Background: an optimization exercise with open tools, aiming at small area. Do not read the settings as production practice. At most, simulation tests tie the RTL to the original design; equivalence was not proved. The clock input has no modelled driver; a real chip could not lean on it and would need a root buffer or a full tree. Power figures rest on the tool's default switching activity, not on a simulated workload.

## JK
Design MemoryGameTopLvl, start of the top module:
module MemoryGameTopLvl(
	input i_clk,
	input i_rst,
	input [4:0] i_sw,
	output [3:0] o_led,
	output [6:0] o_sevseg);
	wire [4:0] w_sw;
	wire [4:0] w_fall;
	wire [21:0] w_lfsr;
	wire [3:0] w_disp;
	wire w_count_en, w_tfall;
	genvar g;
	generate
		for (g = 0; g < 5; g = g + 1)
		begin : debounce
			DebounceFilter debounce_sw(
				.i_clk(i_clk),
				.i_rst(i_rst),
				.i_bouncy(i_sw[g]),
				.o_debounced(w_sw[g]),
				.o_fall(w_fall[g]));
		end
	endgenerate
	Lfsr22 lfsr_inst(
		.i_clk(i_clk),
		.i_rst(i_rst),
		.o_data(w_lfsr));
	CountAndToggle cat_inst(
		.i_clk(i_clk),
		.i_rst(i_rst),
		.i_en(w_count_en),
		.o_fall(w_tfall));
	StateMachineGame state_machine_inst(
		.i_clk(i_clk),
		.i_rst(i_rst),
		.i_sw(w_sw),
		.i_fall(w_fall[3:0]),
		.i_tfall(w_tfall),
		.i_lfsr(w_lfsr),
		.o_count_en(w_count_en),
		.o_led(o_led),
		.o_disp(w_disp));
	BinaryToSevSeg sevseg_inst(
		.i_code(w_disp),
		.o_sevseg(o_sevseg));
endmodule
Size: ~420 cells after synthesis, ~140 flip-flops, roughly 18 I/O pins.
==> module StateMachineGame, before the edit <==
module StateMachineGame(
	input i_clk,
	input i_rst,
	input [4:0] i_sw,
	input [3:0] i_fall,
	input i_tfall,
	input [21:0] i_lfsr,
	output o_count_en,
	output [3:0] o_led,
	output [3:0] o_disp);
	localparam START = 3'd0;
	localparam START_W = 3'd1;
	localparam PATTERN_OFF_W = 3'd3;
	localparam PATTERN_OFF = 3'd5;
	localparam SHOW_STEP = 3'd4;
	localparam WAIT_PLAYER = 3'd6;
	localparam END = 3'd7;
	localparam END_W = 3'd2;
	localparam [2:0] E0 = 3'd0;
	localparam [2:0] E1 = 3'd5;
	localparam [2:0] E2 = 3'd7;
	localparam [2:0] E3 = 3'd3;
	localparam [2:0] E4 = 3'd4;
	localparam [2:0] E5 = 3'd6;
	localparam [2:0] E6 = 3'd2;
	localparam [2:0] E7 = 3'd1;
	localparam [3:0] D_F = 4'd10;
	localparam [3:0] D_A = 4'd11;
	localparam [3:0] D_BLANK = 4'd9;
	reg [2:0] r_state;
	reg [2:0] r_step;
	reg [3:0] r_disp;
	reg r_pdv, r_dv;
	reg [1:0] r_pid, r_id;
	reg [15:0] r_pattern;
	wire [2:0] w_score = r_disp[2:0];
	wire w_start = (~r_state[0] & ~r_state[1] & ~r_state[2]);
	wire w_start_w = (r_state[0] & ~r_state[1] & ~r_state[2]);
	wire w_off_w = (r_state[0] & r_state[1] & ~r_state[2]);
	wire w_off = (r_state[0] & ~r_state[1] & r_state[2]);
	wire w_show = (~r_state[0] & ~r_state[1] & r_state[2]);
	wire w_wait = (~r_state[0] & r_state[1] & r_state[2]);
	wire w_end = (r_state[0] & r_state[1] & r_state[2]);
	wire w_end_w = (~r_state[0] & r_state[1] & ~r_state[2]);
	localparam [15:0] PPOL = 16'h5494;
	wire [15:0] w_pat = r_pattern ^ PPOL;
	reg [1:0] w_entry;
	always @(*)
		case (r_step)
		E0: w_entry = {w_pat[0], w_pat[1]};
		E1: w_entry = {w_pat[2], w_pat[3]};
		E2: w_entry = {w_pat[4], w_pat[5]};
		E3: w_entry = {w_pat[6], w_pat[7]};
		E4: w_entry = {w_pat[8], w_pat[9]};
		E5: w_entry = {w_pat[10], w_pat[11]};
		E6: w_entry = {w_pat[12], w_pat[13]};
		default: w_entry = {w_pat[14], w_pat[15]};
		endcase
	wire [2:0] w_step_inc;
	assign w_step_inc[0] = (~r_step[0] & ~r_step[2]) | (r_step[0] & r_step[2]);
	assign w_step_inc[1] = (r_step[2]);
	assign w_step_inc[2] = (~r_step[0] & ~r_step[1]) | (r_step[0] & r_step[1] & ~r_step[2]) | (~r_step[1] & r_step[2]);
	localparam [2:0] MARK = E0 ^ 3'd1;
	wire w_last = (w_score == r_step);
	wire w_correct = (r_id == w_entry);
	always @(posedge i_clk)
	begin
		if (i_rst)
			r_state <= START_W;
		else if (i_sw[4])
			r_state <= START;
		else
			case (r_state)
			START: r_state <= PATTERN_OFF_W;
			START_W: r_state <= PATTERN_OFF_W;
			PATTERN_OFF_W: r_state <= PATTERN_OFF;
			PATTERN_OFF: if (i_tfall) r_state <= SHOW_STEP;
			SHOW_STEP: if (i_tfall) r_state <= w_last ? WAIT_PLAYER : PATTERN_OFF;
			WAIT_PLAYER:
				if (r_dv)
				begin
					if (!w_correct)
						r_state <= END;
					else if (w_last)
						r_state <= (w_score == E7) ? END : PATTERN_OFF_W;
				end
			END: r_state <= END_W;
			default: r_state <= END_W;
			endcase
		if (i_rst)
			r_disp <= D_BLANK;
		else if (w_start_w | w_off_w)
			r_disp <= {1'b0, r_step};
		else if (w_end_w)
			r_disp <= (r_step[0] == E0[0]) ? D_A : D_F;
		if (i_rst | w_start | w_start_w | w_off_w)
			r_step <= E0;
		else if (w_show & i_tfall)
			r_step <= w_last ? E0 : w_step_inc;
		else if (w_wait & r_dv)
			r_step <= w_correct ? w_step_inc : MARK;
		if (w_start | w_start_w)
			r_pattern <= i_lfsr[15:0];
		r_pdv <= |i_fall;
		r_pid <= i_fall[0] ? 2'd0 : i_fall[1] ? 2'd1 : i_fall[2] ? 2'd2 : 2'd3;
		r_dv <= r_pdv;
		r_id <= r_pid;
	end
	assign o_count_en = (r_state[0] & r_state[1] & ~r_state[2]) | (~r_state[1] & r_state[2]);
	assign o_led[0] = (w_show & (w_entry == 2'd0)) | i_sw[0];
	assign o_led[1] = (w_show & (w_entry == 2'd1)) | i_sw[1];
	assign o_led[2] = (w_show & (w_entry == 2'd2)) | i_sw[2];
	assign o_led[3] = (w_show & (w_entry == 2'd3)) | i_sw[3];
	assign o_disp = r_disp;
endmodule
export LEC_CHECK = 0
export CAP_MARGIN = 20
export CORE_MARGIN = 2
export CORE_UTILIZATION = 60
export SLEW_MARGIN = 20
create_clock -name core_clock -period 10.0 [get_ports {i_clk}]
standard.sh (not shown) runs the stock make flow with config.mk's settings and CLKGATE_MAP_FILE= SYNTH_SCRIPT=/design/flow/synth_recipe.tcl, a recipe that flattens the netlist after the stock synthesis.
==> flow/flow/run.sh <==
#!/bin/bash
# Layout flow: the standard ORFS flow (standard.sh) with these changes:
#  - synthesis maps the logic with an area-oriented ABC script and without
#    ORFS's half/full adder extraction (the same Yosys script otherwise, so
#    the registers are the standard ones);
#  - ports are buffered with the smallest buffer;
#  - the clock tree is built by cts_manual.tcl (a few clock buffers, one per
#    group of nearby flip-flops) instead of TritonCTS.
# make's output goes to standard.log and finish.log, the clock tree step's
# to cts_manual.log, each ORFS tool's to ORFS's logs/.
set -e
H=$(pwd)
cp flow/abc_area.script "$H/abc_area.script"
{
  echo "proc abc {args} {"
  echo "  set i [lsearch -exact \$args -script]"
  echo "  if {\$i >= 0} { lset args [expr {\$i + 1}] $H/abc_area.script }"
  echo "  yosys abc {*}\$args"
  echo "}"
  cat synth_recipe.tcl
} > my_synth.tcl
sed "s#SYNTH_SCRIPT=[^ ]*#SYNTH_SCRIPT=$H/my_synth.tcl ADDER_MAP_FILE=#" standard.sh > my_standard.sh
export BUFFER_PORTS_ARGS="-buffer_cell sky130_fd_sc_hd__buf_1"
bash my_standard.sh place > standard.log 2>&1
RESULTS=$H/orfs/results/sky130hd/MemoryGameTopLvl/base PLATFORM_DIR=$FLOW_HOME/platforms/sky130hd \
  NCLUSTER=$(cat flow/ncluster.txt) CLKBUF=$(cat flow/clkbuf.txt) CLKPORT=i_clk \
  openroad -no_init -exit flow/cts_manual.tcl > cts_manual.log 2>&1
bash my_standard.sh finish > finish.log 2>&1
Other scripts of this flow, unchanged in this note and not shown: flow/flow/abc_area.script, flow/flow/clkbuf.txt, flow/flow/cts_manual.tcl, flow/flow/ncluster.txt
Changes in MS relative to JK:
diff --git a/flow/design.v b/flow/design.v
--- a/flow/design.v
+++ b/flow/design.v
@@ -87,13 +87,13 @@
 	output [3:0] o_led,
 	output [3:0] o_disp);
 	localparam START = 3'd0;
 	localparam START_W = 3'd1;
 	localparam PATTERN_OFF_W = 3'd3;
-	localparam PATTERN_OFF = 3'd5;
+	localparam PATTERN_OFF = 3'd6;
 	localparam SHOW_STEP = 3'd4;
-	localparam WAIT_PLAYER = 3'd6;
+	localparam WAIT_PLAYER = 3'd5;
 	localparam END = 3'd7;
 	localparam END_W = 3'd2;
 	localparam [2:0] E0 = 3'd0;
 	localparam [2:0] E1 = 3'd5;
 	localparam [2:0] E2 = 3'd7;
@@ -113,13 +113,13 @@
 	reg [15:0] r_pattern;
 	wire [2:0] w_score = r_disp[2:0];
 	wire w_start = (~r_state[0] & ~r_state[1] & ~r_state[2]);
 	wire w_start_w = (r_state[0] & ~r_state[1] & ~r_state[2]);
 	wire w_off_w = (r_state[0] & r_state[1] & ~r_state[2]);
-	wire w_off = (r_state[0] & ~r_state[1] & r_state[2]);
+	wire w_off = (~r_state[0] & r_state[1] & r_state[2]);
 	wire w_show = (~r_state[0] & ~r_state[1] & r_state[2]);
-	wire w_wait = (~r_state[0] & r_state[1] & r_state[2]);
+	wire w_wait = (r_state[0] & ~r_state[1] & r_state[2]);
 	wire w_end = (r_state[0] & r_state[1] & r_state[2]);
 	wire w_end_w = (~r_state[0] & r_state[1] & ~r_state[2]);
 	localparam [15:0] PPOL = 16'h5494;
 	wire [15:0] w_pat = r_pattern ^ PPOL;
 	reg [1:0] w_entry;
@@ -182,11 +182,11 @@
 		r_pdv <= |i_fall;
 		r_pid <= i_fall[0] ? 2'd0 : i_fall[1] ? 2'd1 : i_fall[2] ? 2'd2 : 2'd3;
 		r_dv <= r_pdv;
 		r_id <= r_pid;
 	end
-	assign o_count_en = (r_state[0] & r_state[1] & ~r_state[2]) | (~r_state[1] & r_state[2]);
+	assign o_count_en = (~r_state[0] & r_state[2]) | (r_state[0] & r_state[1] & ~r_state[2]);
 	assign o_led[0] = (w_show & (w_entry == 2'd0)) | i_sw[0];
 	assign o_led[1] = (w_show & (w_entry == 2'd1)) | i_sw[1];
 	assign o_led[2] = (w_show & (w_entry == 2'd2)) | i_sw[2];
 	assign o_led[3] = (w_show & (w_entry == 2'd3)) | i_sw[3];
 	assign o_disp = r_disp;
Results
Taking MS as 1.0, JK lands at 0.913 on number of filler cells placed in the layout.
Changes observed in MS relative to JK: total net switching power lower, worst IR drop on VDD higher.
MS | status: complete | timing, DRC, antenna: pass
Diff JK -> MS: final critical-path setup slack moved up, detailed route wirelength on metal2 now smaller, largest fanout on the critical path has decreased, number of vias per cell after detailed routing lost 2.3%.
Sum of internal, switching and leakage power: MS vs JK down 3.0%
Compared with JK, in MS cell area went down, chip width stayed essentially flat, die footprint now smaller.
Only the layout flow was run in JK; the RTL was not checked for function there. In every run of this note, the design's own scripts or RTL, not TritonCTS, make the clock network.

-- what the ideal ports hide --
How much do the figures lean on ideal ports? The routed layouts below were timed once more, with nothing changed but the port constraints.
Step 1: set_driving_cell puts a clkbuf_16 on i_clk and a buf_2 on each other input, an assumption about the parent block.
Step 2 times the ports against the registers' clock, not the clock port: input delays grow and output delays shrink by t, the midpoint of the rising clock arrivals with the driver on.
Three values: ideal, step 1, step 2; two values: the first two.
| run | shift t [ns] | setup WS [ns] | worst hold slack (ns) | clock arrival spread, ns | worst slew at a driven data input, ns |
|---|---|---|---|---|---|
| JK | 0.247 | 5.786 / 5.710 / 5.957 | 0.336 / 0.336 / 0.336 | 0.012 / 0.012 | 0.04 |
| MS | 0.252 | 5.876 / 5.801 / 6.053 | 0.324 / 0.324 / 0.324 | 0.018 / 0.018 | 0.03 |
After both steps every run listed still meets setup and hold.
